Background: an optimization exercise with open tools, aiming at small area and a short achievable clock period. Do not read the settings as production practice.
The RTL was checked by simulation tests, not by an equivalence proof against the original design.
No run shown here takes its clock network from TritonCTS; it comes from the design's own scripts or RTL.
The clock input has no modelled driver; a real chip could not lean on it and would need a root buffer or a full tree.
Power is estimated from default activity; no workload was simulated.

[flow/design.v]
module ram (clk, writeSel, routeSel, readAddr, dataIn, dataOut, hopOut);
parameter packetwidth = 55;
parameter addressWidth = 4;
parameter datawidth = 25;
input clk;
input [(1<<addressWidth)-1:0] writeSel;
input [(1<<addressWidth)-1:0] routeSel;
input [addressWidth-1:0] readAddr;
input [packetwidth-1:0] dataIn;
output [packetwidth-1:0] dataOut;
output [2:0] hopOut;
reg [packetwidth-1:0] mem [0:(1<<addressWidth)-1];
integer j;
always @(posedge clk)
  for (j = 0; j < (1<<addressWidth); j = j + 1)
    if (writeSel[j])
      mem[j] <= dataIn;
reg [packetwidth-1:0] rd;
integer i;
always @* begin
  rd = {packetwidth{1'b0}};
  for (i = 0; i < (1<<addressWidth); i = i + 1)
    rd = rd | (mem[i] & {packetwidth{routeSel[i]}});
end
assign dataOut = rd;
wire [packetwidth-1:0] atRead = mem[readAddr];
assign hopOut = atRead[datawidth+2:datawidth];
endmodule
module FIFO (clk, reset, reqUpStr, gntUpStr, full, rdReq, rdGnt, empty, readAddr,
             routeSel, PacketIn, PacketOut, hopOut);
parameter packetwidth = 55;
parameter addressWidth = 4;
input clk;
input reset;
input reqUpStr;
output reg gntUpStr;           
output reg full;               
reg fullInt;                   
input rdReq;
output rdGnt;
output reg empty;
output reg [addressWidth-1:0] readAddr;
input [(1<<addressWidth)-1:0] routeSel;    
input [packetwidth-1:0] PacketIn;
output [packetwidth-1:0] PacketOut;
output [2:0] hopOut;                      
reg [addressWidth-1:0] writeAddr;
reg EnableGnt;
reg [(1<<addressWidth)-1:0] writeSel;
wire wrGnt = reqUpStr & ~fullInt & EnableGnt;
assign rdGnt = rdReq & ~empty;
wire [addressWidth-1:0] one = {{(addressWidth-1){1'b0}}, 1'b1};
wire wEqRm1 = (writeAddr == readAddr - one);            
wire wEqRm2 = (writeAddr == readAddr - one - one);      
wire wEqRp1 = (writeAddr == readAddr + one);            
wire fullMove  = wrGnt ? (rdGnt ? wEqRm1 : (wEqRm2 & (readAddr != 0))) : 1'b0;
wire fullNext  = fullMove | (~wrGnt & ~rdGnt & fullInt);
wire fullNextOut = fullMove | (~wrGnt & ~rdGnt & full);    
wire emptyNext = wrGnt ? (rdGnt ? 1'b0 : wEqRm1)
                       : (rdGnt ? wEqRp1 : empty);
wire [addressWidth-1:0] writeAddrInc = writeAddr + one;
always @(posedge clk)
  writeSel <= {{((1<<addressWidth)-1){1'b0}}, wrGnt} << writeAddrInc;
always @(posedge clk or negedge reset)
  if (!reset) begin
    writeAddr <= 0;
    readAddr  <= 0;
    EnableGnt <= 1'b1;
    empty     <= 1'b1;
  end else begin
    if (wrGnt) writeAddr <= writeAddrInc;
    if (rdGnt) readAddr  <= readAddr + one;
    EnableGnt <= ~reqUpStr | (EnableGnt & ~wrGnt);
    empty     <= emptyNext;
  end
always @(posedge clk)
  if (!reset) begin
    gntUpStr <= 1'b0;
    full     <= 1'b0;
    fullInt  <= 1'b0;
  end else begin
    gntUpStr <= wrGnt;
    full     <= fullNextOut;
    fullInt  <= fullNext;
  end
ram #(.packetwidth(packetwidth), .addressWidth(addressWidth)) fifoBuffer (
  .clk(clk), .writeSel(writeSel), .routeSel(routeSel), .readAddr(readAddr),
  .dataIn(PacketIn), .dataOut(PacketOut), .hopOut(hopOut));
endmodule
module InputPortController (clk, reset, rdReq, rdGnt, empty, readAddr, routeSel,
                            hopIn, PacketIn, PacketOut, hopNext);
parameter packetwidth = 55;
parameter datawidth = 25;
parameter addressWidth = 4;
input clk;
input reset;
output rdReq;
input rdGnt;
input empty;
input [addressWidth-1:0] readAddr;             
output reg [(1<<addressWidth)-1:0] routeSel;   
input [2:0] hopIn;                             
input [packetwidth-1:0] PacketIn;              
output reg [packetwidth-1:0] PacketOut;
output [2:0] hopNext;                          
reg sIdle, sReq, sWait, sRoute, sStuck;
reg keep;                                      
assign rdReq = sReq;
always @(posedge clk or negedge reset)
  if (!reset) begin
    sIdle    <= 1'b1;
    sReq     <= 1'b0;
    sWait    <= 1'b0;
    sRoute   <= 1'b0;
    sStuck   <= 1'b0;
    keep     <= 1'b0;
    routeSel <= 0;
  end else begin
    sIdle    <= (sIdle & empty) | sRoute;
    sReq     <= sIdle & ~empty;
    sWait    <= sReq & rdGnt;
    sRoute   <= sWait;
    sStuck   <= sStuck | (sReq & ~rdGnt);
    keep     <= ~sWait;
    routeSel <= {{((1<<addressWidth)-1){1'b0}}, sWait} << readAddr;
  end
always @(posedge clk)
  PacketOut <= PacketIn | (PacketOut & {packetwidth{keep}});
reg [2:0] hopPre;
always @(posedge clk)
  if (sWait)
    hopPre <= hopIn;
assign hopNext = sRoute ? hopPre : PacketOut[datawidth+2:datawidth];
endmodule
module InputPort (clk, reset, reqUpStr, gntUpStr, full, PacketIn, PacketOut, hopNext);
parameter packetwidth = 55;
parameter addressWidth = 4;
input clk;
input reset;
input reqUpStr;
output gntUpStr;
output full;
input [packetwidth-1:0] PacketIn;
output [packetwidth-1:0] PacketOut;    
output [2:0] hopNext;
wire rdReq, rdGnt, empty;
wire [(1<<addressWidth)-1:0] routeSel;
wire [2:0] hopIn;
wire [addressWidth-1:0] readAddr;
wire [packetwidth-1:0] ramOut, dataBuf;
FIFO #(.packetwidth(packetwidth), .addressWidth(addressWidth)) fifo (
  .clk(clk), .reset(reset), .reqUpStr(reqUpStr), .gntUpStr(gntUpStr), .full(full),
  .rdReq(rdReq), .rdGnt(rdGnt), .empty(empty), .readAddr(readAddr),
  .routeSel(routeSel), .PacketIn(PacketIn), .PacketOut(ramOut), .hopOut(hopIn));
InputPortController #(.packetwidth(packetwidth), .addressWidth(addressWidth)) InputPortController (
  .clk(clk), .reset(reset), .rdReq(rdReq), .rdGnt(rdGnt), .empty(empty),
  .readAddr(readAddr), .routeSel(routeSel), .hopIn(hopIn),
  .PacketIn(ramOut), .PacketOut(dataBuf), .hopNext(hopNext));
assign PacketOut = dataBuf;
endmodule
module OutputController (clk, reset, reqDnStr, gntDnStr, full, PacketIn, hopNext, PacketOut);
parameter packetwidth = 55;
parameter datawidth = 25;
parameter direction = 3'b000;
input clk;
input reset;
output reg reqDnStr;                   
input gntDnStr;
input full;
input [packetwidth-1:0] PacketIn;      
input [2:0] hopNext;                   
output [packetwidth-1:0] PacketOut;
reg [packetwidth-4:0] pkt;
reg match;                             
reg waitGnt;                           
wire load = ~waitGnt & ~full & match;
always @(posedge clk or negedge reset)
  if (!reset)
    match <= (direction == 3'b000);
  else
    match <= (hopNext == direction);
always @(posedge clk)
  if (!reset) begin
    reqDnStr <= 1'b0;
    waitGnt  <= 1'b0;
    pkt      <= 0;
  end else begin
    reqDnStr <= reqDnStr ? ~gntDnStr : load;
    waitGnt  <= waitGnt ? ~gntDnStr : load;
    if (load)
      pkt <= {PacketIn[packetwidth-1:datawidth+3], PacketIn[datawidth-1:0]};
  end
assign PacketOut = {3'b000, pkt};
endmodule
`timescale 1ns / 1ps
module Base_Router(  clk, reset,
							eastReqUpStr,  eastGntUpStr,  eastUpStrFull,  eastPacketIn,
							eastReqDnStr,  eastGntDnStr,  eastDnStrFull,  eastPacketOut,
							northReqUpStr, northGntUpStr, northUpStrFull, northPacketIn,
							northReqDnStr, northGntDnStr, northDnStrFull, northPacketOut,
							westReqUpStr,  westGntUpStr , westUpStrFull,  westPacketIn,
							westReqDnStr,  westGntDnStr,  westDnStrFull,  westPacketOut,
							southReqUpStr, southGntUpStr, southUpStrFull, southPacketIn,
							southReqDnStr, southGntDnStr, southDnStrFull, southPacketOut,
							localReqUpStr, localGntUpStr, localUpStrFull, localPacketIn,
							localReqDnStr, localGntDnStr, localDnStrFull, localPacketOut);
parameter routerID     	= 6'b000_000; 
parameter routerNo 		= 5'b00001;
parameter packetwidth = 55;
parameter datawidth=25;
parameter addressWidth 	= 4;
parameter fifoDepth 	= ((1 << addressWidth) - 1); 
input clk;
input reset;
input eastReqUpStr, northReqUpStr, westReqUpStr, southReqUpStr, localReqUpStr;
input eastDnStrFull,  northDnStrFull, westDnStrFull, southDnStrFull, localDnStrFull ;
input eastGntDnStr, northGntDnStr, westGntDnStr, southGntDnStr, localGntDnStr;
input [packetwidth-1:0] eastPacketIn, northPacketIn, westPacketIn, southPacketIn, localPacketIn;
output eastReqDnStr, northReqDnStr, westReqDnStr, southReqDnStr, localReqDnStr;  
output eastUpStrFull, northUpStrFull, westUpStrFull, southUpStrFull, localUpStrFull;
output eastGntUpStr, northGntUpStr, westGntUpStr, southGntUpStr, localGntUpStr;
output [packetwidth-1:0] eastPacketOut, northPacketOut, westPacketOut, southPacketOut, localPacketOut ;
wire [packetwidth-1:0] eastPacket, northPacket, westPacket, southPacket, localPacket;
wire [packetwidth-1:0] orPacket = eastPacket | northPacket | westPacket | southPacket | localPacket;
wire [2:0] eastHop, northHop, westHop, southHop, localHop;
wire [2:0] orHopNext = eastHop | northHop | westHop | southHop | localHop;
InputPort #(.packetwidth(packetwidth), .addressWidth(addressWidth)) eastInputController (
  .clk(clk), .reset(reset), .reqUpStr(eastReqUpStr), .gntUpStr(eastGntUpStr), .full(eastUpStrFull),
  .PacketIn(eastPacketIn), .PacketOut(eastPacket), .hopNext(eastHop));
OutputController #(.direction(3'b100), .datawidth(datawidth), .packetwidth(packetwidth)) eastOutputController (
  .clk(clk), .reset(reset), .reqDnStr(eastReqDnStr), .gntDnStr(eastGntDnStr), .full(eastDnStrFull),
  .PacketIn(orPacket), .hopNext(orHopNext), .PacketOut(eastPacketOut));
InputPort #(.packetwidth(packetwidth), .addressWidth(addressWidth)) northInputController (
  .clk(clk), .reset(reset), .reqUpStr(northReqUpStr), .gntUpStr(northGntUpStr), .full(northUpStrFull),
  .PacketIn(northPacketIn), .PacketOut(northPacket), .hopNext(northHop));
OutputController #(.direction(3'b111), .datawidth(datawidth), .packetwidth(packetwidth)) northOutputController (
  .clk(clk), .reset(reset), .reqDnStr(northReqDnStr), .gntDnStr(northGntDnStr), .full(northDnStrFull),
  .PacketIn(orPacket), .hopNext(orHopNext), .PacketOut(northPacketOut));
InputPort #(.packetwidth(packetwidth), .addressWidth(addressWidth)) westInputController (
  .clk(clk), .reset(reset), .reqUpStr(westReqUpStr), .gntUpStr(westGntUpStr), .full(westUpStrFull),
  .PacketIn(westPacketIn), .PacketOut(westPacket), .hopNext(westHop));
OutputController #(.direction(3'b110), .datawidth(datawidth), .packetwidth(packetwidth)) westOutputController (
  .clk(clk), .reset(reset), .reqDnStr(westReqDnStr), .gntDnStr(westGntDnStr), .full(westDnStrFull),
  .PacketIn(orPacket), .hopNext(orHopNext), .PacketOut(westPacketOut));
InputPort #(.packetwidth(packetwidth), .addressWidth(addressWidth)) southInputController (
  .clk(clk), .reset(reset), .reqUpStr(southReqUpStr), .gntUpStr(southGntUpStr), .full(southUpStrFull),
  .PacketIn(southPacketIn), .PacketOut(southPacket), .hopNext(southHop));
OutputController #(.direction(3'b101), .datawidth(datawidth), .packetwidth(packetwidth)) southOutputController (
  .clk(clk), .reset(reset), .reqDnStr(southReqDnStr), .gntDnStr(southGntDnStr), .full(southDnStrFull),
  .PacketIn(orPacket), .hopNext(orHopNext), .PacketOut(southPacketOut));
InputPort #(.packetwidth(packetwidth), .addressWidth(addressWidth)) localInputController (
  .clk(clk), .reset(reset), .reqUpStr(localReqUpStr), .gntUpStr(localGntUpStr), .full(localUpStrFull),
  .PacketIn(localPacketIn), .PacketOut(localPacket), .hopNext(localHop));
OutputController #(.direction(3'b000), .datawidth(datawidth), .packetwidth(packetwidth)) localOutputController (
  .clk(clk), .reset(reset), .reqDnStr(localReqDnStr), .gntDnStr(localGntDnStr), .full(localDnStrFull),
  .PacketIn(orPacket), .hopNext(orHopNext), .PacketOut(localPacketOut));
endmodule
[flow/flow/run.sh]
#!/bin/bash
# Own layout flow: the standard ORFS flow (standard.sh), with
#  - output flip-flops (and the gates driving their D pins) placed in the rows
#    next to their output ports before global placement and held there while
#    the rest is placed (place_out_cells.tcl, unfix_out_cells.tcl), so the
#    clock-to-output paths are short;
#  - a balanced clock tree of inverters (clock_tree.tcl, via cts_hook.tcl) in
#    place of TritonCTS, for a shorter clock insertion delay;
#  - port buffers of a fixed type, free resizing, and timing repair by resizing
#    and buffering only (no gate cloning or load splitting).
# Each stage's full output goes to log_<stage>.txt in the work folder.
set -uo pipefail
W=$(pwd)
F=$W/flow
ARGS=(
  "PRE_GLOBAL_PLACE_TCL=$F/place_out_cells.tcl"
  "POST_GLOBAL_PLACE_TCL=$F/unfix_out_cells.tcl"
  "PRE_CTS_TCL=$F/cts_hook.tcl"
  "BUFFER_PORTS_ARGS=-buffer_cell sky130_fd_sc_hd__buf_2"
  "MATCH_CELL_FOOTPRINT=0"
  "SETUP_MOVE_SEQUENCE=unbuffer,sizeup,swap,buffer"
)
for stage in synth floorplan place cts route finish; do
  echo "=== $stage $(date)"
  if ! bash standard.sh "${ARGS[@]}" $stage > "$W/log_$stage.txt" 2>&1; then
    echo "stage $stage failed"; tail -30 "$W/log_$stage.txt"; exit 1
  fi
done
ls -la out/
[flow/flow/clock_tree.tcl]
# Clock tree of inverters, built level by level from the flip-flops up by
# recursive bisection (compact groups of equal size), with an even number of
# inverting levels so every flip-flop sees the rising clock edge. Replaces
# TritonCTS in the cts step (see cts_hook.tcl).
namespace eval ctree {
  # per level, from the leaves up: {master max_fanout}
  variable levels {
    {sky130_fd_sc_hd__inv_12 20}
    {sky130_fd_sc_hd__inv_12  6}
    {sky130_fd_sc_hd__inv_16  5}
    {sky130_fd_sc_hd__inv_16 12}
  }
  variable prefix ctree
  variable use_bbox 1
}

proc ctree::bisect {items maxn} {
  if {[llength $items] <= $maxn} { return [list $items] }
  set xs [lmap it $items {lindex $it 0}]
  set ys [lmap it $items {lindex $it 1}]
  set dx [expr {[tcl::mathfunc::max {*}$xs] - [tcl::mathfunc::min {*}$xs]}]
  set dy [expr {[tcl::mathfunc::max {*}$ys] - [tcl::mathfunc::min {*}$ys]}]
  set idx [expr {$dx >= $dy ? 0 : 1}]
  set sorted [lsort -integer -index $idx $items]
  set n [llength $sorted]
  set groups [expr {($n + $maxn - 1) / $maxn}]
  set left [expr {int(round(double($n) * ($groups / 2) / $groups))}]
  if {$left < 1} { set left 1 }
  return [concat [ctree::bisect [lrange $sorted 0 [expr {$left - 1}]] $maxn] \
                 [ctree::bisect [lrange $sorted $left end] $maxn]]
}

proc ctree::bboxcenter {grp} {
  set xs [lmap it $grp {lindex $it 0}]
  set ys [lmap it $grp {lindex $it 1}]
  return [list [expr {([tcl::mathfunc::min {*}$xs] + [tcl::mathfunc::max {*}$xs]) / 2}] \
               [expr {([tcl::mathfunc::min {*}$ys] + [tcl::mathfunc::max {*}$ys]) / 2}]]
}

proc ctree::centroid {grp} {
  set sx 0; set sy 0
  foreach it $grp { set sx [expr {$sx + [lindex $it 0]}]; set sy [expr {$sy + [lindex $it 1]}] }
  set n [llength $grp]
  return [list [expr {$sx / $n}] [expr {$sy / $n}]]
}

proc ctree::make_inv {block master name x y} {
  set inst [odb::dbInst_create $block $master $name]
  set w [$master getWidth]; set h [$master getHeight]
  $inst setLocation [expr {int($x - $w / 2)}] [expr {int($y - $h / 2)}]
  $inst setPlacementStatus PLACED
  set net [odb::dbNet_create $block "${name}_n"]
  $net setSigType CLOCK
  set out ""; set in ""
  foreach it [$inst getITerms] {
    if {[$it isOutputSignal]} { set out $it } elseif {[$it isInputSignal]} { set in $it }
  }
  $out connect $net
  return [list $inst $net $in]
}

proc ctree::build {clkname} {
  variable levels; variable prefix
  set db [ord::get_db]
  set block [ord::get_db_block]
  set clk [$block findNet $clkname]
  $clk setSigType CLOCK
  set items {}
  foreach it [$clk getITerms] {
    set bb [[$it getInst] getBBox]
    lappend items [list [expr {([$bb xMin] + [$bb xMax]) / 2}] [expr {([$bb yMin] + [$bb yMax]) / 2}] $it]
  }
  set nsinks [llength $items]
  foreach it $items { [lindex $it 2] disconnect }
  set lv 0
  set counts {}
  while {1} {
    if {$lv < [llength $levels]} { lassign [lindex $levels $lv] mname fo } else { lassign [lindex $levels end] mname fo }
    set master [$db findMaster $mname]
    set remaining_odd [expr {$lv % 2}]
    # the last level has a single inverter; stop when one group is left and the
    # number of levels built so far makes the polarity right
    set groups [ctree::bisect $items $fo]
    set next {}
    set k 0
    foreach grp $groups {
      if {$lv == 0 || !$ctree::use_bbox} { lassign [ctree::centroid $grp] cx cy } else { lassign [ctree::bboxcenter $grp] cx cy }
      lassign [ctree::make_inv $block $master "${prefix}_${lv}_${k}" $cx $cy] inst net in
      foreach s $grp { [lindex $s 2] connect $net }
      lappend next [list $cx $cy $in]
      incr k
    }
    lappend counts $k
    incr lv
    set items $next
    if {[llength $items] == 1 && $lv % 2 == 0} break
  }
  [lindex $items 0 2] connect $clk
  puts "ctree: $nsinks sinks, $lv inverter levels, inverters per level (leaf first): $counts"
}
[flow/flow/cts_hook.tcl]
# PRE_CTS hook: build the clock tree with clock_tree.tcl instead of TritonCTS.
source [file join [file dirname [info script]] clock_tree.tcl]
if {[info commands ::ctree_tritoncts] == ""} { rename ::clock_tree_synthesis ::ctree_tritoncts }
proc ::clock_tree_synthesis {args} { ctree::build clk }
[flow/flow/place_out_cells.tcl]
# Before global placement: put each output port's flip-flop, and the gate that
# drives its D pin, in a legal spot in the rows next to the port, and hold them
# there (FIXED) while the global placer places everything else around them.
# unfix_out_cells.tcl releases them afterwards so later steps may resize them.
namespace eval place_out {
set block [ord::get_db_block]
set die [$block getDieArea]
set W [$die xMax]; set H [$die yMax]

proc drv_iterm {net} {
  if {$net == "NULL"} { return "" }
  foreach it [$net getITerms] { if {[$it isOutputSignal]} { return $it } }
  return ""
}

# rows: y -> {x0 x1 sitew}
set rows {}
foreach row [$block getRows] {
  set bb [$row getBBox]
  lappend rows [list [$bb yMin] [$bb xMin] [$bb xMax] [[$row getSite] getWidth] [[$row getSite] getHeight]]
}
set rows [lsort -integer -index 0 $rows]
set nrows [llength $rows]
set rowH [lindex $rows 0 4]
set siteW [lindex $rows 0 3]
set coreX0 [lindex $rows 0 1]; set coreX1 [lindex $rows 0 2]
set coreY0 [lindex $rows 0 0]; set coreY1 [expr {[lindex $rows end 0] + $rowH}]

# occupied intervals per row index (fixed cells already there: tap cells)
array set occ {}
for {set r 0} {$r < $nrows} {incr r} { set occ($r) {} }
foreach inst [$block getInsts] {
  if {[$inst getPlacementStatus] != "FIRM" && [$inst getPlacementStatus] != "FIXED" && [$inst getPlacementStatus] != "LOCKED"} continue
  set bb [$inst getBBox]
  set r [expr {([$bb yMin] - $coreY0) / $rowH}]
  if {$r >= 0 && $r < $nrows} { lappend occ($r) [list [$bb xMin] [$bb xMax]] }
}
proc free_x {r x w} {
  # first x' >= x where [x', x'+w) hits no occupied interval of row r
  variable occ
  set moved 1
  while {$moved} {
    set moved 0
    foreach iv $occ($r) {
      lassign $iv a b
      if {$x < $b && [expr {$x + $w}] > $a} { set x $b; set moved 1 }
    }
  }
  return $x
}
proc snap {x} { variable coreX0; variable siteW; return [expr {$coreX0 + (($x - $coreX0 + $siteW - 1) / $siteW) * $siteW}] }

# collect output units: {side pos flop gate}
set units {}
foreach bt [$block getBTerms] {
  if {[$bt getIoType] != "OUTPUT"} continue
  set dit [drv_iterm [$bt getNet]]
  if {$dit == ""} continue
  set ff [$dit getInst]
  if {![string match "*df*" [[$ff getMaster] getName]]} continue
  set gate ""
  foreach it [$ff getITerms] {
    if {[$it isInputSignal] && [[$it getMTerm] getName] == "D"} {
      set g [drv_iterm [$it getNet]]
      if {$g != "" && [llength [[$it getNet] getITerms]] == 2} {
        set gi [$g getInst]
        if {![string match "*df*" [[$gi getMaster] getName]]} { set gate $gi }
      }
    }
  }
  set bb [$bt getBBox]
  set px [expr {([$bb xMin] + [$bb xMax]) / 2}]
  set py [expr {([$bb yMin] + [$bb yMax]) / 2}]
  if {$py <= [$die yMin] + 1000} { set side B; set pos $px } \
  elseif {$py >= $H - 1000} { set side T; set pos $px } \
  elseif {$px <= [$die xMin] + 1000} { set side L; set pos $py } \
  else { set side R; set pos $py }
  lappend units [list $side $pos $ff $gate]
}

proc unit_w {u} {
  set w [[[lindex $u 2] getMaster] getWidth]
  if {[lindex $u 3] != ""} { set w [expr {$w + [[[lindex $u 3] getMaster] getWidth]}] }
  return $w
}
proc put {u x y} {
  set ff [lindex $u 2]; set g [lindex $u 3]
  $ff setLocation $x $y; $ff setPlacementStatus FIRM
  if {$g != ""} { $g setLocation [expr {$x + [[$ff getMaster] getWidth]}] $y; $g setPlacementStatus FIRM }
}
proc add_occ {r a b} { variable occ; lappend occ($r) [list $a $b] }

set depth 3 ;# rows kept free next to the edge for the port buffers (horizontal sides)
set placed 0
foreach side {B T} {
  set us [lsort -integer -index 1 [lsearch -all -inline -index 0 $units $side]]
  if {$side == "B"} { set rlist {}; for {set k 1} {$k <= 8} {incr k} { lappend rlist $k } } \
  else { set rlist {}; for {set k 2} {$k <= 9} {incr k} { lappend rlist [expr {$nrows - $k}] } }
  foreach u $us {
    set w [unit_w $u]
    set want [snap [expr {[lindex $u 1] - $w / 2}]]
    set best ""; set bestc 1e18
    set k 0
    foreach r $rlist {
      set x [snap [free_x $r $want $w]]
      set x [snap [free_x $r $x $w]]
      if {$x + $w <= $coreX1} {
        set c [expr {abs($x - $want) + $k * 3000}]
        if {$c < $bestc} { set bestc $c; set best [list $r $x] }
      }
      incr k
    }
    if {$best == ""} continue
    lassign $best r x
    put $u $x [expr {$coreY0 + $r * $rowH}]
    add_occ $r $x [expr {$x + $w}]
    incr placed
  }
}
foreach side {L R} {
  set us [lsort -integer -index 1 [lsearch -all -inline -index 0 $units $side]]
  foreach u $us {
    set w [unit_w $u]
    set r0 [expr {([lindex $u 1] - $coreY0) / $rowH}]
    set best ""; set bestc 1e18
    for {set r [expr {$r0 - 4}]} {$r <= $r0 + 4} {incr r} {
      if {$r < 0 || $r >= $nrows} continue
      if {$side == "L"} {
        set x [snap [free_x $r [expr {$coreX0 + 4000}] $w]]
        set c [expr {($x - $coreX0) + abs($r - $r0) * $rowH}]
      } else {
        # from the right edge inwards
        set x [expr {[snap [expr {$coreX1 - 4000 - $w}]] - $siteW}]
        set guard 0
        while {[free_x $r $x $w] != $x && $guard < 400} { set x [expr {$x - $siteW}]; incr guard }
        set c [expr {($coreX1 - $x) + abs($r - $r0) * $rowH}]
      }
      if {$c < $bestc} { set bestc $c; set best [list $r $x] }
    }
    if {$best == ""} continue
    lassign $best r x
    put $u $x [expr {$coreY0 + $r * $rowH}]
    add_occ $r $x [expr {$x + $w}]
    incr placed
  }
}
puts "place_out_cells: fixed $placed of [llength $units] output flip-flops (and their D gates) next to their ports"

}
namespace delete place_out
[flow/flow/unfix_out_cells.tcl]
# Release the cells place_out_cells.tcl held in place during global placement.
set n 0
foreach inst [[ord::get_db_block] getInsts] {
  if {[$inst getPlacementStatus] == "FIRM" && ![string match "*tap*" [[$inst getMaster] getName]]} {
    $inst setPlacementStatus PLACED; incr n
  }
}
puts "unfix_out_cells: released $n cells"
[flow/standard.sh]
#!/bin/bash
# synth_recipe.tcl (not shown) runs the flow's synth.tcl, then flattens the netlist and writes it again
# the make line also repeats each setting of config.mk as NAME=value (left out here)
make -C /OpenROAD-flow-scripts/flow DESIGN_CONFIG=/design/flow/config.mk WORK_HOME=/design/flow/orfs CLKGATE_MAP_FILE= SYNTH_SCRIPT=/design/flow/synth_recipe.tcl "${@:-finish}"
[flow/config.mk]
export PLATFORM = sky130hd
export DESIGN_NAME = Base_Router
export DESIGN_NICKNAME = Base_Router
export VERILOG_FILES = /design/flow/design.v
export SDC_FILE = /design/flow/constraint.sdc
export NUM_CORES = 8
export LEC_CHECK = 0
export CAP_MARGIN = 50
export CORE_MARGIN = 2
export CORE_UTILIZATION = 65
export SETUP_SLACK_MARGIN = 3.0
export SLEW_MARGIN = 50
export TNS_END_PERCENT = 100
[flow/constraint.sdc]
create_clock -name core_clock -period 5.0 [get_ports {clk}]
set_input_delay 1.0000 -clock core_clock [delete_from_list [all_inputs] [get_ports {clk}]]
set_output_delay 1.0000 -clock core_clock [all_outputs]
set_load 0.01 [all_outputs]
==> summary.txt, run 1 <==
Area of the mapped netlist - 183800 um^2
Final #Nets - 11440
Initial DRC count - 19310
Post-DP HPWL - 333300 um
Die Y - 535.8 um
Core area - 281800 um^2
Synth cell types - 63
Hold buffer count at CTS - 0
Crit path time final - 2310 ps
I/O Pins - 582
Vias in the first global route - 103500
Register bit total from synthesis - 5215
Gate Count Post-Synth - 10500
Reg power frac - 0.684
Via Count - 111600
Largest net degree at the start of global routing - 112
Worst clock skew - 68.93 ps
Period utilization - 0.4620
Sw Ratio - 0.2851
CP startpoint kind - flip-flop
VDD IR-drop max - 0.5081 mV
Fillers - 17170
Share of cells above drive strength 1 - 0.1834
CP arrival - 2850 ps
Yosys warning count - 9
Wire per inst - 39.28 um
Max-slew violations - 0
Die ar. - 287000 um^2
Clk slew on worst S/H paths - 90 ps
TNS Setup - 0 ps
Combinational share of power - 0.047
Die X - 535.8 um
Worst Max-Slew Pin Slew - 818.0 ps
Sw power - 21560 uW
WP data required - 5540 ps
Power Dens Cells - 372.6 nW/um^2
GRT overflow - 0
Fin. Hold Viols - 0
Post-synth EDFFs - 4415
WS Path Type - reg2reg
Crit-path max FO - 67
RSZ-0062 raised after global routing - true
Layout Utilization - 0.7200
Pleak - 0.06446 uW
Setup violators final - 0
Rows - 195
Commonest non-fill, non-tap cells in the layout - edfxtp_1, a22oi_1, a221oi_1
Starting Density - 0.6522
MaxCap Viol Count - 0
Gr usage total - 0.3957
Vias per cell - 7.458
Post-synth top flop - edfxtp_1
Initial antenna violation count - 154
Placed cells - 14380
Relative slew slack - 0.4526
Status - finished clean
Synthesis-to-layout area growth - 10.39%
Most common cell after layout, fill and taps aside - edfxtp_1
TritonRoute pass-1 iters - 10
Global-route wire length before repair - 793700 um
Sequential share of the synthesized area - 0.8129
Post-Route WL - 587700 um
Clock power share - 0.268
Critical path endpoint category - flip-flop
Hold/Removal Path Class - in2async
DRC - 0
Antenna Nets Post-Route - 0
FMAX - 432.9 MHz
Async set-reset flop share out of synthesis - 0.03068
Cell Int Power - 54040 uW
Syn_area_per_cell - 17.51 um^2
Non-filler cells, final - 14960
PortBufs - 566
Worst-Skew Late Latency - 650 ps
==> area by class of cell <==
class / count / area, um^2 / share of cell area
antenna: 113 / 282.8 / 0.001394
inverter: 354 / 5360 / 0.02642
multi-input combinational: 4580 / 33110 / 0.1632
sequential: 5215 / 150300 / 0.7409
tap: 3743 / 4683 / 0.02308
timing repair buffer: 959 / 9129 / 0.04499
==> Yosys cell counts, types with 266 or more instances <==
master	number	area, um^2
a22o_1	281	2461
clkbuf_1	393	1475
nand2_1	411	1543
a222oi_1	294	2943
nand3_1	346	1732
edfxtp_1	4415	132600
a211oi_1	266	1997
and3_1	278	1739
a221oi_1	559	4896
a22oi_1	1129	8476
nor2_1	532	1997
dfxtp_1	640	12810
==> what timing repair did <==
item	in CTS	in global routing
setup buffers	40	106
pin swaps	88	55
resized for setup	235	953
cloned	0	0
setup endpoints to repair	568	603
==> worst max-delay path: stages, from the launching register on <==
cell and delay (ps):
dfstp_2 600, and2_4 580, buf_16 430, nor2_2 80
a211oi_2 240
==> through the flow <==
step	cell area, um^2	hold WS [ps]	power, uW	setup WS, ps
3_3_place_gp	191000	427.8	55650	1558
6_report	202900	247.7	75600	2690
4_1_cts	198400	442.7	72160	2422
2_1_floorplan	184000	404.5	53540	2935
5_1_grt	202700	275.0	77490	2703
3_5_place_dp	192000	433.0	55990	1629
==> registers in the layout (all words and copies together), names as in the netlist, 52 cells and up <==
signal                                              cells
northOutputController.pkt                              52
eastOutputController.pkt                               52
southOutputController.pkt                              52
eastInputController.fifo.fifoBuffer.mem               880
southInputController.InputPortController.PacketOut     55
localInputController.InputPortController.PacketOut     55
westInputController.fifo.fifoBuffer.mem               880
southInputController.fifo.fifoBuffer.mem              880
localOutputController.pkt                              52
northInputController.InputPortController.PacketOut     55
westInputController.InputPortController.PacketOut      55
westOutputController.pkt                               52
northInputController.fifo.fifoBuffer.mem              880
localInputController.fifo.fifoBuffer.mem              880
eastInputController.InputPortController.PacketOut      55
==> power by group through the flow <==
stage               Combinational, uW  Clock, uW  Sequential, uW
detailed placement               3350          0           52600
CTS                              3400      16100           52700
global placement                 2950          0           52700
global route                     3760      21800           51900
finish                           3590      20300           51700
floorplan                         996          0           52500
==> cells by family (layout without fill, tap and decap cells) <==
group,count (synthesis),after routing,share of synthesized area
flip-flops,5215,5215,0.8129
AO/OA/AOI/OAI,2676,2676,0.1182
AND/OR/NAND/NOR,1713,1713,0.04347
buffers and inverters,717,1313,0.01566
XOR/XNOR,98,98,0.004711
adder cells (fa/ha/maj),42,42,0.002859
multiplexers,36,36,0.002151
other,1,128,0.00002040
==> routing by layer <==
| metal | global-route usage | share of wire | up-vias |
|---|---|---|---|
| li1 | - | - | 44280 |
| met1 | 0.5636 | 0.35 | 57260 |
| met2 | 0.5961 | 0.45 | 8642 |
| met3 | 0.1021 | 0.14 | 1321 |
| met4 | 0.1500 | 0.049 | 100 |
| met5 | 0.001999 | 0.0014 | - |
==> final timing paths <==
path,endpoint,start,slack [ps],cells after the start
max,localOutputController.pkt[40],localOutputController.match,2690,4
max reg2reg,localOutputController.pkt[40],localOutputController.match,2690,4
min in group core_clock,localInputController.fifo.EnableGnt,localInputController.fifo.fullInt,450,2
min reg2reg,localInputController.fifo.EnableGnt,localInputController.fifo.fullInt,450,2
min,southInputController.fifo.writeAddr[2],reset,250,1
max in group asynchronous,westInputController.InputPortController.sIdle,reset,3600,3
==> run 2: changes to the inputs <==
--- a/flow/config.mk
+++ b/flow/config.mk
@@ -8,6 +8,6 @@
 export CAP_MARGIN = 50
 export CORE_MARGIN = 2
-export CORE_UTILIZATION = 65
-export SETUP_SLACK_MARGIN = 3.0
+export CORE_UTILIZATION = 72
+export SETUP_SLACK_MARGIN = 2.9
 export SLEW_MARGIN = 50
 export TNS_END_PERCENT = 100
==> summary.txt, run 2 <==
Gate Count Post-Synth - 10500 (unchanged)
Hold/Removal Path Class - in2async
CP Cell Sequence - or4_1 > nor2_1 > a211oi_1
Post-Route WL - 575600 um (-2.1%)
Reg2Reg Setup Slack - 2620 ps (-60 ps)
Cell Area, Placed - 191600 um^2 (-0.24%)
Sequential share of the synthesized area - 0.8129 (unchanged)
Power Dens Cells - 375.2 nW/um^2 (+0.71%)
Initial DRC count - 21700 (+12%)
CP arrival - 2850 ps (about the same)
Antenna Nets Post-Route - 0 (unchanged)
Crit path time final - 2375 ps (+64.99 ps)
Via Count - 112500 (+0.82%)
Relative slew slack - 0.4078 (-0.04486)
RSZ-0062 raised after global routing - true
CP startpoint kind - flip-flop
Syn_area_per_cell - 17.51 um^2 (unchanged)
Post-synth EDFFs - 4415 (unchanged)
Worst path max stage delay - 750 ps (+150 ps)
Critical path endpoint category - flip-flop
Worst-Skew Late Latency - 640 ps (about the same)
Cell Int Power - 53990 uW (-0.10%)
Worst clock skew - 61.70 ps (-7.232 ps)
WS Path Type - reg2reg
WP data required - 5470 ps (-70 ps)
GRT overflow - 0 (unchanged)
Sw Ratio - 0.2831 (-0.002009)
Area of the mapped netlist - 183800 um^2 (unchanged)
Delay-heaviest family, CP - simple AND/OR/NAND/NOR gates
Starting Density - 0.7238 (+0.07160)
Die Y - 509.3 um (-4.9%)
Setup violators final - 0 (unchanged)
Most common cell after layout, fill and taps aside - edfxtp_1
Clock power share - 0.267 (about the same)
Buffers and inverters on the worst path - 0 (-1)
I/O Pins - 582 (unchanged)
Clk slew on worst S/H paths - 80 ps (about the same)
Commonest cells post-synth - edfxtp_1, a22oi_1, dfxtp_1, a221oi_1, nor2_1
Layout Utilization - 0.7904 (+0.07040)
Synth cell types - 63 (unchanged)
Die X - 509.3 um (-4.9%)
Fin. Hold Viols - 0 (unchanged)
Post-DP HPWL - 331600 um (-0.51%)
Most instantiated library cell after synthesis - edfxtp_1
Sw power - 21320 uW (-1.1%)
Combinational share of power - 0.046 (about the same)
Critical path's slowest cell - or4_1
Vias in the first global route - 104300 (+0.79%)
Vias per cell - 7.725 (+3.6%)
Crit-path max FO - 5 (-93%)
Core area - 253900 um^2 (-9.9%)
PortBufs - 566 (unchanged)
Register bit total from synthesis - 5215 (unchanged)
Max-slew violations - 0 (unchanged)
Rows - 185 (-5.1%)
Async set-reset flop share out of synthesis - 0.03068 (unchanged)
Gr usage total - 0.4311 (+0.03543)
Reg power frac - 0.687 (+0.003)
Worst Max-Slew Pin Slew - 885.1 ps (+67.04 ps)
Fillers - 13180 (-23%)
Area contributors post-synth - edfxtp_1, dfxtp_1, a22oi_1
DRC - 0 (unchanged)
Die ar. - 259300 um^2 (-9.7%)
Initial antenna violation count - 175 (+14%)
Area share of the largest cell type after synthesis - 0.7213 (unchanged)
Status - finished clean
TritonRoute pass-1 iters - 8 (-2)
MaxCap Viol Count - 0 (unchanged)
Wire per inst - 39.51 um (+0.61%)
Yosys warning count - 9 (unchanged)
Final #Nets - 11400 (-0.36%)
Hold buffer count at CTS - 0 (unchanged)
FMAX - 421.0 MHz (-2.7%)
Area leader, netlist - edfxtp_1
Largest net degree at the start of global routing - 144 (+29%)
Share of cells above drive strength 1 - 0.1709 (-0.01251)
Global-route wire length before repair - 780900 um (-1.6%)
Post-synth top flop - edfxtp_1
Pleak - 0.06390 uW (-0.86%)
VDD IR-drop max - 0.4133 mV (-19%)
Period utilization - 0.4750 (+0.01300)
Synthesis-to-layout area growth - 9.200%
Commonest non-fill, non-tap cells in the layout - edfxtp_1, a22oi_1, a221oi_1
Final instance area - 200700 um^2 (-1.1%)
-- run 2: kinds of logic (layout without fill, tap and decap cells) --
logic type,Yosys count,after routing,synth area share
DFF,5215,5215,0.8129
AOI/OAI and AO/OA,2676,2676,0.1182
and+or+nand+nor,1713,1713,0.04347
buffers and inverters,717,1272,0.01566
xor gates and xnor gates,98,98,0.004711
adders and majority gates,42,42,0.002859
muxes,36,36,0.002151
other,1,149,0.00002040
-- run 2: area by class of cell --
cell class                 count  area [um^2]  share of cell area
antenna                      134        335.3            0.001671
inverter                     354         5368             0.02674
multi-input combinational   4580        32420              0.1615
sequential                  5215       150300              0.7489
tap                         3366         4212             0.02098
timing repair buffer         918         8064             0.04018
-- run 2: repair_timing --
item | in CTS | in global routing
pin swaps | 62 | 13
gates resized for setup | 149 | 705
endpoints found under the setup margin | 426 | 412
buffers inserted | 23 | 75
-- run 2: final timing paths --
path                                                    from                                     end  cells past startpoint
min reg2reg                localInputController.fifo.fullInt     localInputController.fifo.EnableGnt                      2
max reg2reg                                        flip-flop            eastOutputController.pkt[40]                      3
max                                                flip-flop            eastOutputController.pkt[40]                      3
min                                                    reset  southInputController.fifo.writeAddr[2]                      1
max in group asynchronous                              reset              asynchronous set/reset pin                      4
min in group core_clock    localInputController.fifo.fullInt     localInputController.fifo.EnableGnt                      2
-- run 2: worst reg2reg max path: cells and delay by family, from the launching register on --
kind	cells	cell delay (ps)
compound gates	1	220
flops	1	510
simple gates	2	1490
-- run 2: stage by stage --
| step | power (uW) | hold WS, ps | setup TNS [ps] | setup WS [ps] | cells |
|---|---|---|---|---|---|
| 2_1_floorplan | 53530 | 404.5 | 0 | 2864 | 10510 |
| 3_3_place_gp | 55590 | 418.8 | -968.3 | -232.3 | 13990 |
| 3_5_place_dp | 55910 | 427.4 | 0 | 2161 | 14020 |
| 4_1_cts | 72080 | 428.2 | 0 | 2622 | 14350 |
| 5_1_grt | 77090 | 199.9 | 0 | 2756 | 14480 |
| 6_report | 75310 | 189.9 | 0 | 2625 | 14570 |
-- run 2: power by group through the flow --
stage | Combinational, uW | Sequential, uW | Clock (uW)
final | 3450 | 51800 | 20100
after global routing | 3610 | 51900 | 21600
after CTS | 3280 | 52700 | 16100
after detailed placement | 3240 | 52700 | 0
after global placement | 2930 | 52700 | 0
after floorplan | 985 | 52500 | 0
-- run 2: per-layer routing --
metal | track usage | part of all wire | vias to the layer above
li1 | - | - | 44160
met1 | 0.5935 | 0.32 | 55980
met2 | 0.6326 | 0.44 | 10440
met3 | 0.1312 | 0.16 | 1836
met4 | 0.2249 | 0.069 | 110
met5 | 0.001645 | 0.0013 | -
==> run 3: changes to the inputs <==
--- a/flow/design.v
+++ b/flow/design.v
@@ -34,5 +34,5 @@
 input reset;
 input reqUpStr;
-output reg gntUpStr;           
+output reg gntUpStr;
 output reg full;               
 reg fullInt;                   
@@ -47,11 +47,11 @@
 reg [addressWidth-1:0] writeAddr;
 reg EnableGnt;
-reg [(1<<addressWidth)-1:0] writeSel;
 wire wrGnt = reqUpStr & ~fullInt & EnableGnt;
 assign rdGnt = rdReq & ~empty;
 wire [addressWidth-1:0] one = {{(addressWidth-1){1'b0}}, 1'b1};
-wire wEqRm1 = (writeAddr == readAddr - one);            
-wire wEqRm2 = (writeAddr == readAddr - one - one);      
-wire wEqRp1 = (writeAddr == readAddr + one);            
+reg [addressWidth-1:0] count;
+wire wEqRm1 = (count == {addressWidth{1'b1}});                      
+wire wEqRm2 = (count == {{(addressWidth-1){1'b1}}, 1'b0});          
+wire wEqRp1 = (count == one);                                      
 wire fullMove  = wrGnt ? (rdGnt ? wEqRm1 : (wEqRm2 & (readAddr != 0))) : 1'b0;
 wire fullNext  = fullMove | (~wrGnt & ~rdGnt & fullInt);
@@ -60,10 +60,13 @@
                        : (rdGnt ? wEqRp1 : empty);
 wire [addressWidth-1:0] writeAddrInc = writeAddr + one;
-always @(posedge clk)
-  writeSel <= {{((1<<addressWidth)-1){1'b0}}, wrGnt} << writeAddrInc;
+reg wrEn;
+always @(posedge clk)
+  wrEn <= wrGnt;
+wire [(1<<addressWidth)-1:0] writeSel = {{((1<<addressWidth)-1){1'b0}}, wrEn} << writeAddr;
 always @(posedge clk or negedge reset)
   if (!reset) begin
     writeAddr <= 0;
     readAddr  <= 0;
+    count     <= 0;
     EnableGnt <= 1'b1;
     empty     <= 1'b1;
@@ -71,4 +74,5 @@
     if (wrGnt) writeAddr <= writeAddrInc;
     if (rdGnt) readAddr  <= readAddr + one;
+    if (wrGnt != rdGnt) count <= wrGnt ? count + one : count - one;
     EnableGnt <= ~reqUpStr | (EnableGnt & ~wrGnt);
     empty     <= emptyNext;
--- a/flow/config.mk
+++ b/flow/config.mk
@@ -8,5 +8,5 @@
 export CAP_MARGIN = 50
 export CORE_MARGIN = 2
-export CORE_UTILIZATION = 72
+export CORE_UTILIZATION = 65
 export SETUP_SLACK_MARGIN = 2.9
 export SLEW_MARGIN = 50
==> summary.txt, run 3 <==
Commonest cells post-synth - edfxtp_1, a22oi_1, nand2_1, dfxtp_1, a221oi_1
Area of the mapped netlist - 183400 um^2 (-0.23%)
Post-DP HPWL - 359100 um (+8.3%)
Antenna Nets Post-Route - 0 (unchanged)
Relative slew slack - 0.4449 (+0.03713)
Commonest non-fill, non-tap cells in the layout - edfxtp_1, a22oi_1, nand2_1
Gr usage total - 0.4018 (-0.02933)
I/O Pins - 582 (unchanged)
Die Y - 535.2 um (+5.1%)
Sequential share of the synthesized area - 0.8093 (-0.003606)
CP arrival - 2710 ps (-140 ps)
Pleak - 0.06822 uW (+6.8%)
Rows - 195 (+5.4%)
Largest net degree at the start of global routing - 123 (-15%)
Async set-reset flop share out of synthesis - 0.03488 (+0.004203)
Placed cells - 14430 (+3.0%)
Most instantiated library cell after synthesis - edfxtp_1
Global-route wire length before repair - 802700 um (+2.8%)
Worst clock skew - 53.71 ps (-7.988 ps)
Area share of the largest cell type after synthesis - 0.7230 (+0.001644)
DRC - 0 (unchanged)
GRT overflow - 0 (unchanged)
Register bit total from synthesis - 5160 (-1.1%)
Area leader, netlist - edfxtp_1
Core area - 281600 um^2 (+11%)
Crit path time final - 2214 ps (-161.4 ps)
Status - finished clean
Layout Utilization - 0.7215 (-0.06893)
Max-slew violations - 0 (unchanged)
Via Count - 110700 (-1.6%)
Syn_area_per_cell - 17.61 um^2 (+0.60%)
Critical path endpoint category - flip-flop
Vias per cell - 7.394 (-4.3%)
Hold/Removal Path Class - in2async
Period utilization - 0.4427 (-0.03227)
Gate Count Post-Synth - 10410 (-0.82%)
Yosys warning count - 9 (unchanged)
FMAX - 451.7 MHz (+7.3%)
Worst Max-Slew Pin Slew - 831.5 ps (-53.56 ps)
CP startpoint kind - flip-flop
Worst-Skew Late Latency - 650 ps (about the same)
PortBufs - 566 (unchanged)
Post-Route WL - 589700 um (+2.4%)
Fin. Hold Viols - 0 (unchanged)
TNS Setup - 0 ps (unchanged)
Hold buffer count at CTS - 0 (unchanged)
MaxCap Viol Count - 0 (unchanged)
Crit-path max FO - 5 (unchanged)
Die X - 535.2 um (+5.1%)
Synthesis-to-layout area growth - 10.78%
Starting Density - 0.6513 (-0.07252)
Wire per inst - 39.39 um (-0.30%)
Area contributors post-synth - edfxtp_1, dfxtp_1, a22oi_1
Post-route total power - 73310 uW (-2.7%)
TritonRoute pass-1 iters - 10 (+2)
Initial antenna violation count - 183 (+4.6%)
Clk slew on worst S/H paths - 80 ps (about the same)
WS Path Type - reg2reg
VDD IR-drop max - 0.4862 mV (+18%)
Non-filler cells, final - 14970 (+2.8%)
Synth cell types - 73 (+16%)
Post-synth top flop - edfxtp_1
Most common cell after layout, fill and taps aside - edfxtp_1
Initial DRC count - 19630 (-9.5%)
RSZ-0062 raised after global routing - true
WP data required - 5500 ps (+30 ps)
Die ar. - 286400 um^2 (+10%)
Post-synth EDFFs - 4415 (unchanged)
Setup violators final - 0 (unchanged)
Share of cells above drive strength 1 - 0.1879 (+0.01708)
Vias in the first global route - 102700 (-1.5%)
Final #Nets - 11460 (+0.49%)
Power Dens Cells - 360.9 nW/um^2 (-3.8%)
run 3: logic make-up after synthesis:
group / share of synthesized area
DFF: 0.8093
AOI/OAI and AO/OA: 0.1222
and+or+nand+nor: 0.04412
buffers and inverters: 0.01638
adders and majority gates: 0.003411
xor gates and xnor gates: 0.002388
muxes: 0.002190
other: 0.00002045
run 3: final timing paths:
| path | startpoint | end | slack, ps | cells after the start |
|---|---|---|---|---|
| worst max register to register | flip-flop | westOutputController.pkt[28] | 2790 | 4 |
| min in group core_clock | localInputController.fifo.fullInt | localInputController.fifo.EnableGnt | 420 | 2 |
| worst min register to register | localInputController.fifo.fullInt | localInputController.fifo.EnableGnt | 420 | 2 |
| max in group asynchronous | reset | asynchronous set/reset pin | 3500 | 3 |
| worst min-delay path | reset | asynchronous set/reset pin | 240 | 1 |
| worst max-delay path | flip-flop | westOutputController.pkt[28] | 2790 | 4 |
run 3: area by class of cell:
type	count	area [um^2]
flip-flops and latches	5160	149000
well taps	3743	4683
inverters	374	5349
diodes	110	275.3
multi-input cells	4525	33630
fillers	17190	78420
repair buffers	1056	10200
run 3: timing repair:
item | in CTS | in global routing
gates resized for setup | 279 | 777
pin swaps | 127 | 15
buffers inserted | 80 | 33
setup endpoints to repair | 3454 | 1825
run 3: per-stage QoR:
stage | instance area [um^2] | hold WS, ps | setup slack [ps]
after detailed placement | 193400 | 410.8 | 2112
after CTS | 200100 | 405.8 | 2579
final | 203100 | 238.2 | 2786
after floorplan | 184100 | 391.3 | 2313
after global placement | 192000 | 400.5 | 1687
after global routing | 203000 | 247.7 | 2789
run 3: critical path, cell delays in order, from the launching register on:
cell,delay (ps)
dfxtp_1,490
or4_1,650
nor2_4,580
nand2_1,150
o211a_1,180
run 3: routing by layer:
| layer | track usage | wire length [um] |
|---|---|---|
| met3 | 0.09389 | 76430 |
| met2 | 0.6133 | 272700 |
| met4 | 0.2010 | 34960 |
| met1 | 0.5514 | 205000 |
| met5 | 0 | 610 |
run 3: report_power, final:
group	total [uW]	internal, uW	switching [uW]
clock network	20000	3160	16900
logic	3690	925	2770
registers	49600	48700	863
==> run 4: changes to the inputs <==
--- a/flow/config.mk
+++ b/flow/config.mk
@@ -9,5 +9,5 @@
 export CORE_MARGIN = 2
 export CORE_UTILIZATION = 65
-export SETUP_SLACK_MARGIN = 2.9
+export SETUP_SLACK_MARGIN = 2.8
 export SLEW_MARGIN = 50
 export TNS_END_PERCENT = 100
==> summary.txt, run 4 <==
Relative slew slack - 0.4563 (+0.01145)
Commonest non-fill, non-tap cells in the layout - edfxtp_1, a22oi_1, nand2_1
MaxCap Viol Count - 0 (unchanged)
Post-DP HPWL - 359100 um (unchanged)
Status - finished clean
CP arrival - 2720 ps (about the same)
Synth Area in Adders - 0.003411 (unchanged)
Vias in the first global route - 102500 (-0.19%)
Worst clock skew - 57.96 ps (+4.251 ps)
Final instance area - 200400 um^2 (-1.3%)
Initial DRC count - 18970 (-3.4%)
Period utilization - 0.4406 (-0.002146)
Delay-heaviest family, CP - simple AND/OR/NAND/NOR gates
Worst r2r dst - westOutputController.pkt[13]
Final Worst Setup Slack - 2797 ps (+10.73 ps)
Clk slew on worst S/H paths - 80 ps (about the same)
Fin. Hold Viols - 0 (unchanged)
Metal2 WL - 265800 um (-2.5%)
Yosys warning count - 9 (unchanged)
Area contributors post-synth - edfxtp_1, dfxtp_1, a22oi_1
Die X - 535.2 um (unchanged)
Starting Density - 0.6513 (unchanged)
Global-route wire length before repair - 801200 um (-0.18%)
Post-synthesis mux area share - 0.002190 (unchanged)
I/O Pins - 582 (unchanged)
CP startpoint kind - flip-flop
Wire per inst - 39.01 um (-0.99%)
WHS - 229.4 ps (-8.806 ps)
Most instantiated library cell after synthesis - edfxtp_1
Most common cell after layout, fill and taps aside - edfxtp_1
Post-Route WL - 583100 um (-1.1%)
RSZ-0062 raised after global routing - true
Path length in cells of the critical path - 5 (+1)
Crit path time final - 2203 ps (-10.73 ps)
TNS Setup - 0 ps (unchanged)
CP Cell Sequence - or4_1 > nor2_1 > buf_4 > nand2_1 > o211a_1
Largest net degree at the start of global routing - 123 (unchanged)
Placed cells - 14430 (unchanged)
Syn_area_per_cell - 17.61 um^2 (unchanged)
Post-synth top flop - edfxtp_1
Vias per cell - 7.327 (-0.91%)
Largest family of logic cells by synthesized area - compound AO/OA/AOI/OAI gates
Final #Nets - 11440 (-0.19%)
Sequential share of the synthesized area - 0.8093 (unchanged)
Buffers and inverters on the worst path - 1 (+1)
Die ar. - 286400 um^2 (unchanged)
Reg2Reg Setup Slack - 2800 ps (about the same)
Initial antenna violation count - 168 (-8.2%)
Async set-reset flop share out of synthesis - 0.03488 (unchanged)
Share of cells above drive strength 1 - 0.1562 (-0.03172)
Synth cell types - 73 (unchanged)
Pre-CTS WS - 2112 ps (unchanged)
Cell Area, Placed - 193400 um^2 (unchanged)
VDD IR-drop max - 0.4811 mV (-1.1%)
CP endpoint - westOutputController.pkt[13]
Simple-Gate Fraction of Synth Area - 0.04412 (unchanged)
Worst-Skew Late Latency - 650 ps (about the same)
Max-slew violations - 0 (unchanged)
Area of the mapped netlist - 183400 um^2 (unchanged)
Rows - 195 (unchanged)
Area share of the largest cell type after synthesis - 0.7230 (unchanged)
Worst Max-Slew Pin Slew - 815.5 ps (-16.03 ps)
Hold/Removal Path Class - in2async
Via Count - 109500 (-1.0%)
Power Dens Cells - 364.9 nW/um^2 (+1.1%)
Crit-path max FO - 5 (unchanged)
Die Y - 535.2 um (unchanged)
Non-filler cells, final - 14950 (-0.13%)
Pleak - 0.06772 uW (-0.74%)
Antenna Nets Post-Route - 0 (unchanged)
GRT overflow - 0 (unchanged)
Gr usage total - 0.4011 (-0.0006755)
Post-synthesis xor/xnor area fraction - 0.002388 (unchanged)
TritonRoute pass-1 iters - 7 (-3)
FMAX - 453.9 MHz (+0.49%)
WP data required - 5520 ps (+20 ps)
R2R depth - 5 (+1)
Setup violators final - 0 (unchanged)
Fillers - 17510 (+1.9%)
Commonest cells post-synth - edfxtp_1, a22oi_1, nand2_1, dfxtp_1, a221oi_1
Top routing layer in use - met5
Synth Area in Compound Gates - 0.1222 (unchanged)
Register bit total from synthesis - 5160 (unchanged)
M1 WL - 204400 um (-0.28%)
Post-synth EDFFs - 4415 (unchanged)
Area leader, netlist - edfxtp_1
Critical path's slowest cell - or4_1
Synthesis-to-layout area growth - 9.295%
Hold buffer count at CTS - 0 (unchanged)
DRC - 0 (unchanged)
Met3 WL - 76230 um (-0.25%)
Gate Count Post-Synth - 10410 (unchanged)
PortBufs - 566 (unchanged)
Critical path endpoint category - flip-flop
Worst path max stage delay - 820 ps (+170 ps)
Core area - 281600 um^2 (unchanged)
WS Path Type - reg2reg
run 4: cell types whose count changed in the layout (fill, tap and decap cells not counted), moves of 8 or more:
cell / delta
a221oi_1: +8
a221oi_2: -8
buf_2: +258
buf_4: -11
buf_6: -260
dfxtp_1: +248
dfxtp_2: -239
dfxtp_4: -9
ha_4: -9
nand2_1: +43
nand2_2: -32
nand2_4: -11
run 4: final cells by class:
cell class | count | area [um^2] | share of cell area
repair buffers | 1034 | 8244 | 0.04113
diodes | 112 | 280.3 | 0.001398
well taps | 3743 | 4683 | 0.02337
multi-input cells | 4525 | 33220 | 0.1657
inverters | 374 | 5346 | 0.02667
flip-flops and latches | 5160 | 148700 | 0.7417
run 4: worst min-delay path by stage:
stage,from,end,slack (ps),cells after the start
finish,reset,asynchronous set/reset pin,230,1
floorplan,localInputController.fifo.fullInt,localInputController.fifo.EnableGnt,390,2
CTS,localInputController.fifo.fullInt,localInputController.fifo.EnableGnt,410,2
detailed placement,localInputController.fifo.fullInt,localInputController.fifo.EnableGnt,410,2
global placement,northInputController.fifo.fullInt,northInputController.fifo.EnableGnt,400,2
global route,reset,asynchronous set/reset pin,230,1
run 4: cell families (layout without fill, tap and decap cells):
| family | after synthesis | in the layout |
|---|---|---|
| AOI/OAI and AO/OA | 2681 | 2681 |
| buffers and inverters | 741 | 1408 |
| other | 1 | 127 |
| DFF | 5160 | 5160 |
| and+or+nand+nor | 1690 | 1690 |
| muxes | 39 | 39 |
| xor gates and xnor gates | 50 | 50 |
| adders and majority gates | 50 | 50 |
run 4: power breakdown:
group,leakage [uW],internal (uW),switching [uW]
sequential,0.0465,48700,842
clock,0.00229,3160,16800
combinational,0.0189,858,2750
total,0.0677,52700,20400
run 4: stage by stage:
stage	power, uW	utilization
floorplan	51860	-
global placement	53600	0.6819
detailed placement	53930	0.6869
CTS	69940	0.7086
global route	75040	0.7112
finish	73140	0.7119
run 4: what timing repair did:
item	in CTS	in global routing
hold endpoints to repair	0	0
pin swaps	77	8
gates resized for setup	176	75
setup endpoints to repair	2512	703
setup buffers	52	37
run 4: per-layer routing:
layer / vias up / global-route usage
met2: 8268 / 0.6077
met4: 66 / 0.2098
met3: 1290 / 0.09256
li1: 44090 / -
met5: - / 0
met1: 55810 / 0.5517
==> run 5: changes to the inputs <==
--- a/flow/config.mk
+++ b/flow/config.mk
@@ -9,4 +9,5 @@
 export CORE_MARGIN = 2
 export CORE_UTILIZATION = 65
+export PLACE_DENSITY = 0.85
 export SETUP_SLACK_MARGIN = 2.8
 export SLEW_MARGIN = 50
==> summary.txt, run 5 <==
Global-route wire length before repair - 822000 um (+2.6%)
Die Y - 535.2 um (unchanged)
WP data required - 5550 ps (+30 ps)
Vias in the first global route - 110600 (+7.9%)
Status - finished clean
FMAX - 438.1 MHz (-3.5%)
Footprint of the multi-input gates - 33730 um^2 (+1.5%)
Max-slew violations - 0 (unchanged)
Area leader, netlist - edfxtp_1
Metal2 WL - 260200 um (-2.1%)
WHS - 257.0 ps (+27.58 ps)
Gate Count Post-Synth - 10410 (unchanged)
Fin. Hold Viols - 0 (unchanged)
Non-filler cells, final - 14980 (+0.19%)
Rows - 195 (unchanged)
I/O Pins - 582 (unchanged)
Yosys warning count - 9 (unchanged)
Register Area - 148700 um^2 (about the same)
Most common cell after layout, fill and taps aside - edfxtp_1
Layout Utilization - 0.7139 (+0.002039)
Worst path max stage delay - 740 ps (-80 ps)
Post-synth EDFFs - 4415 (unchanged)
CP startpoint kind - flip-flop
Via Count - 117000 (+6.8%)
Worst-Skew Late Latency - 670 ps (+20 ps)
Period utilization - 0.4565 (+0.01592)
Worst clock skew - 72.68 ps (+14.72 ps)
Cell Area, Placed - 193300 um^2 (about the same)
Area share of the largest cell type after synthesis - 0.7230 (unchanged)
Buffers and inverters on the worst path - 0 (-1)
Post-DP HPWL - 362400 um (+0.93%)
DRC - 0 (unchanged)
Synth cell types - 73 (unchanged)
CP Cell Sequence - or4_1 > nor2_1 > nand2_1 > o211a_1
Crit-path max FO - 5 (unchanged)
Initial DRC count - 26880 (+42%)
Post-Route WL - 602300 um (+3.3%)
Synthesis-to-layout area growth - 9.609%
MaxCap Viol Count - 0 (unchanged)
Hold buffer count at CTS - 0 (unchanged)
Sequential share of the synthesized area - 0.8093 (unchanged)
Largest net degree at the start of global routing - 113 (-8.1%)
TritonRoute pass-1 iters - 11 (+4)
Placed cells - 14420 (-0.055%)
Die ar. - 286400 um^2 (unchanged)
Critical path's slowest cell - or4_1
Met3 WL - 111400 um (+46%)
TNS Setup - 0 ps (unchanged)
RSZ-0062 raised after global routing - true
Async set-reset flop share out of synthesis - 0.03488 (unchanged)
Share of cells above drive strength 1 - 0.1652 (+0.009015)
M1 WL - 175300 um (-14%)
Final #Nets - 11440 (unchanged)
Area of the mapped netlist - 183400 um^2 (unchanged)
Hold/Removal Path Class - in2async
Clk slew on worst S/H paths - 80 ps (about the same)
PortBufs - 566 (unchanged)
Antenna Nets Post-Route - 0 (unchanged)
Gr usage total - 0.4063 (+0.005210)
Commonest non-fill, non-tap cells in the layout - edfxtp_1, a22oi_1, a221oi_1
Core area - 281600 um^2 (unchanged)
Relative slew slack - 0.3461 (-0.1103)
Initial antenna violation count - 189 (+13%)
Pleak - 0.06778 uW (about the same)
Starting Density - 0.6513 (unchanged)
Critical path endpoint category - flip-flop
Final instance area - 201000 um^2 (+0.29%)
Register bit total from synthesis - 5160 (unchanged)
GRT overflow - 0 (unchanged)
Setup violators final - 0 (unchanged)
Commonest cells post-synth - edfxtp_1, a22oi_1, nand2_1, dfxtp_1, a221oi_1
Vias per cell - 7.810 (+6.6%)
VDD IR-drop max - 0.5935 mV (+23%)
WS Path Type - reg2reg
Crit path time final - 2283 ps (+79.61 ps)
Top routing layer in use - met5
Syn_area_per_cell - 17.61 um^2 (unchanged)
CP arrival - 2840 ps (+120 ps)
Power Dens Cells - 366.0 nW/um^2 (+0.30%)
Worst Max-Slew Pin Slew - 980.9 ps (+165.4 ps)
Delay-heaviest family, CP - simple AND/OR/NAND/NOR gates
Fillers - 15340 (-12%)
Area contributors post-synth - edfxtp_1, dfxtp_1, a22oi_1
Die X - 535.2 um (unchanged)
Most instantiated library cell after synthesis - edfxtp_1
Wire per inst - 40.22 um (+3.1%)
Post-synth top flop - edfxtp_1
run 5: kinds of logic (layout without fill, tap and decap cells):
logic type                 count (synthesis)  in the layout  synth area share
other                                      1            156        0.00002045
DFF                                     5160           5160            0.8093
xor gates and xnor gates                  50             50          0.002388
muxes                                     39             39          0.002190
buffers and inverters                    741           1408           0.01638
and+or+nand+nor                         1690           1690           0.04412
adders and majority gates                 50             50          0.003411
AOI/OAI and AO/OA                       2681           2681            0.1222
run 5: cell type report:
class / instances / share of cell area
well taps: 3743 / 0.02330
repair buffers: 1034 / 0.04067
flip-flops and latches: 5160 / 0.7399
inverters: 374 / 0.02660
diodes: 141 / 0.001755
multi-input cells: 4525 / 0.1678
run 5: final timing paths:
kind | to | slack [ps] | cells past startpoint
max | eastOutputController.pkt[51] | 2720 | 4
min | localInputController.fifo.writeAddr[3] | 260 | 1
max reg2reg | eastOutputController.pkt[51] | 2720 | 4
min reg2reg | eastInputController.fifo.EnableGnt | 430 | 2
max in group asynchronous | asynchronous set/reset pin | 3430 | 4
min in group core_clock | eastInputController.fifo.EnableGnt | 430 | 2
run 5: metal layers:
metal	vias up	global-route usage
met5	-	0.006995
met4	110	0.3039
met3	2736	0.1535
met2	13780	0.5865
met1	56220	0.5023
li1	44140	-
run 5: through the flow:
step	total power (uW)	worst slack, ps
5_1_grt	74840	2770
2_1_floorplan	51860	2313
4_1_cts	70020	2563
6_report	73570	2717
3_5_place_dp	53920	2135
3_3_place_gp	53460	2122
run 5: repair_timing:
action | CTS | global route
setup buffers | 72 | 23
setup endpoints to repair | 2716 | 955
resized for setup | 254 | 144
pin swaps | 120 | 9
run 5: report_power, final:
part	leakage, uW	internal, uW	switching [uW]
Combinational	0.0190	865	2830
Clock	0.00229	3160	17000
Sequential	0.0465	48700	975
Total	0.0678	52800	20800
==> run 6: changes to the inputs <==
--- a/flow/flow/clock_tree.tcl
+++ b/flow/flow/clock_tree.tcl
@@ -6,6 +6,6 @@
   # per level, from the leaves up: {master max_fanout}
   variable levels {
-    {sky130_fd_sc_hd__inv_12 20}
-    {sky130_fd_sc_hd__inv_12  6}
+    {sky130_fd_sc_hd__inv_8  16}
+    {sky130_fd_sc_hd__inv_12  8}
     {sky130_fd_sc_hd__inv_16  5}
     {sky130_fd_sc_hd__inv_16 12}
--- a/flow/config.mk
+++ b/flow/config.mk
@@ -9,5 +9,4 @@
 export CORE_MARGIN = 2
 export CORE_UTILIZATION = 65
-export PLACE_DENSITY = 0.85
 export SETUP_SLACK_MARGIN = 2.8
 export SLEW_MARGIN = 50
==> summary.txt, run 6 <==
Status - finished clean
Area share of the largest cell type after synthesis - 0.7230 (unchanged)
Met1 track demand over resource - 0.5535 (+0.05120)
Register bit total from synthesis - 5160 (unchanged)
Power Dens Cells - 361.3 nW/um^2 (-1.3%)
Starting Density - 0.6513 (unchanged)
Pre-CTS WS - 2112 ps (-22.85 ps)
Crit-path max FO - 5 (unchanged)
Area of the mapped netlist - 183400 um^2 (unchanged)
Initial antenna violation count - 175 (-7.4%)
Largest net degree at the start of global routing - 123 (+8.8%)
R2R depth - 4 (unchanged)
Gr busiest metal - met2
Post-synthesis xor/xnor area fraction - 0.002388 (unchanged)
Critical path endpoint category - flip-flop
Gate Count Post-Synth - 10410 (unchanged)
Largest family of logic cells by synthesized area - compound AO/OA/AOI/OAI gates
Worst r2r dst - southOutputController.pkt[2]
Hold buffer count at CTS - 0 (unchanged)
Commonest cells post-synth - edfxtp_1, a22oi_1, nand2_1, dfxtp_1, a221oi_1
Hold/Removal Path Class - in2async
Met2 Use GR - 0.6085 (+0.02195)
Most instantiated library cell after synthesis - edfxtp_1
Core area - 281600 um^2 (unchanged)
Final #Nets - 11500 (+0.56%)
Syn_area_per_cell - 17.61 um^2 (unchanged)
Synth cell types - 73 (unchanged)
Commonest non-fill, non-tap cells in the layout - edfxtp_1, a22oi_1, nand2_1
Gr usage total - 0.4020 (-0.004288)
Cell Area, Placed - 193400 um^2 (about the same)
DRC - 0 (unchanged)
WP data required - 5540 ps (about the same)
Rows - 195 (unchanged)
Worst-Skew Late Latency - 660 ps (about the same)
FMAX - 441.1 MHz (+0.67%)
Worst clock skew - 91.62 ps (+18.94 ps)
Async set-reset flop share out of synthesis - 0.03488 (unchanged)
Initial DRC count - 18880 (-30%)
GRT overflow - 0 (unchanged)
Worst path max stage delay - 640 ps (-100 ps)
RSZ-0062 raised after global routing - true
Synth Area in Compound Gates - 0.1222 (unchanged)
Sequential share of the synthesized area - 0.8093 (unchanged)
WS Path Type - reg2reg
CP Cell Sequence - or4_1 > nor2_1 > nand2_1 > o211a_1
PortBufs - 566 (unchanged)
Final Worst Setup Slack - 2733 ps (+15.26 ps)
Die Y - 535.2 um (unchanged)
Grt met3 use - 0.09144 (-0.06206)
Area leader, netlist - edfxtp_1
Most common cell after layout, fill and taps aside - edfxtp_1
Via Count - 109900 (-6.1%)
CP arrival - 2810 ps (-30 ps)
Period utilization - 0.4535 (-0.003052)
Die ar. - 286400 um^2 (unchanged)
Synthesis-to-layout area growth - 8.950%
Global-route wire length before repair - 803300 um (-2.3%)
Vias per cell - 7.324 (-6.2%)
Wire per inst - 38.90 um (-3.3%)
Reg2Reg Setup Slack - 2730 ps (+20 ps)
MaxCap Viol Count - 0 (unchanged)
Antenna Nets Post-Route - 0 (unchanged)
Worst Max-Slew Pin Slew - 779.4 ps (-201.5 ps)
Setup violators final - 0 (unchanged)
VDD IR-drop max - 0.3141 mV (-47%)
Post-synth EDFFs - 4415 (unchanged)
Post-synth top flop - edfxtp_1
TNS Setup - 0 ps (unchanged)
Final instance area - 199800 um^2 (-0.60%)
Share of cells above drive strength 1 - 0.1611 (-0.004175)
Path length in cells of the critical path - 4 (unchanged)
-- run 6: changes by cell type in the layout (fill, tap and decap cells not counted), sizes merged --
cell and delta:
buf +1, clkinvlp -1, diode -39, inv +64
-- run 6: worst reg2reg max path, cell delays in order, from the launching register on --
cell and delay, ps:
dfxtp_1 580, or4_1 640, nor2_1 620, nand2_1 160
o211a_1 170
-- run 6: cell type report --
class | count | area (um^2)
Tap cell | 3743 | 4683
Fill cell | 17680 | 81760
Timing Repair Buffer | 1035 | 8212
Inverter | 437 | 4755
Antenna cell | 102 | 255.2
Sequential cell | 5160 | 148600
Multi-Input combinational cell | 4525 | 33240
-- run 6: through the flow --
step           cells  hold slack [ps]  power, uW    util
2_1_floorplan  10430            391.3      51860       -
5_1_grt        14940            244.9      74120  0.7091
3_3_place_gp   14360            400.5      53600  0.6819
6_report       15000            245.7      72180  0.7096
4_1_cts        14860            405.8      68670  0.7065
3_5_place_dp   14430            410.8      53930  0.6869
-- run 6: cell families (layout without fill, tap and decap cells) --
family,count (synthesis),in the layout
buffers and inverters,741,1472
AOI/OAI and AO/OA,2681,2681
and+or+nand+nor,1690,1690
adders and majority gates,50,50
other,1,117
DFF,5160,5160
muxes,39,39
xor gates and xnor gates,50,50
-- run 6: power breakdown --
part / leakage (uW) / switching, uW / total [uW] / internal [uW]
sequential: 0.0465 / 843 / 49600 / 48700
clock: 0.00235 / 16200 / 19000 / 2780
combinational: 0.0189 / 2750 / 3610 / 862
-- run 6: repair_timing --
item,4_1_cts,5_1_grt
setup buffers,52,40
pin swaps,80,11
setup endpoints to repair,2515,666
resized for setup,179,73
-- run 6: worst min-delay path by stage --
stage	startpoint	endpoint
after floorplan	localInputController.fifo.fullInt	localInputController.fifo.EnableGnt
after global placement	northInputController.fifo.fullInt	northInputController.fifo.EnableGnt
after detailed placement	localInputController.fifo.fullInt	localInputController.fifo.EnableGnt
after CTS	localInputController.fifo.fullInt	localInputController.fifo.EnableGnt
after global routing	reset	asynchronous set/reset pin
final	reset	asynchronous set/reset pin
-- run 6: per-layer routing --
metal  share of wire  routed length, um
met5         0.00083                484
met4           0.062              36280
met3            0.13              76620
met2            0.46             266300
met1            0.35             203900

afterwards: timing with drivers on the ports:
No port has a modelled driver above. Below, the same layouts with a new extraction and two added sets of constraints.
Step 1 assumes that a clkbuf_16 drives the clock port and a buf_2 every other input.
Step 2, shift: input delay + t, output delay - t, t = (earliest + latest rising clock arrival at the registers) / 2. This alone moves slack from input paths to output paths.
Three values: ideal ports, drivers, drivers and shift; two values: the first two.
run	shift t [ns]	slack for setup (ns)
run 1	0.762	2.690 / 2.683 / 2.125
run 2	0.758	2.625 / 2.625 / 2.169
run 3	0.775	2.786 / 2.676 / 2.410
run 4	0.774	2.797 / 2.658 / 2.468
run 5	0.770	2.717 / 2.623 / 2.330
run 6	0.753	2.733 / 2.660 / 2.454
After both steps setup and hold are still met in every run listed.
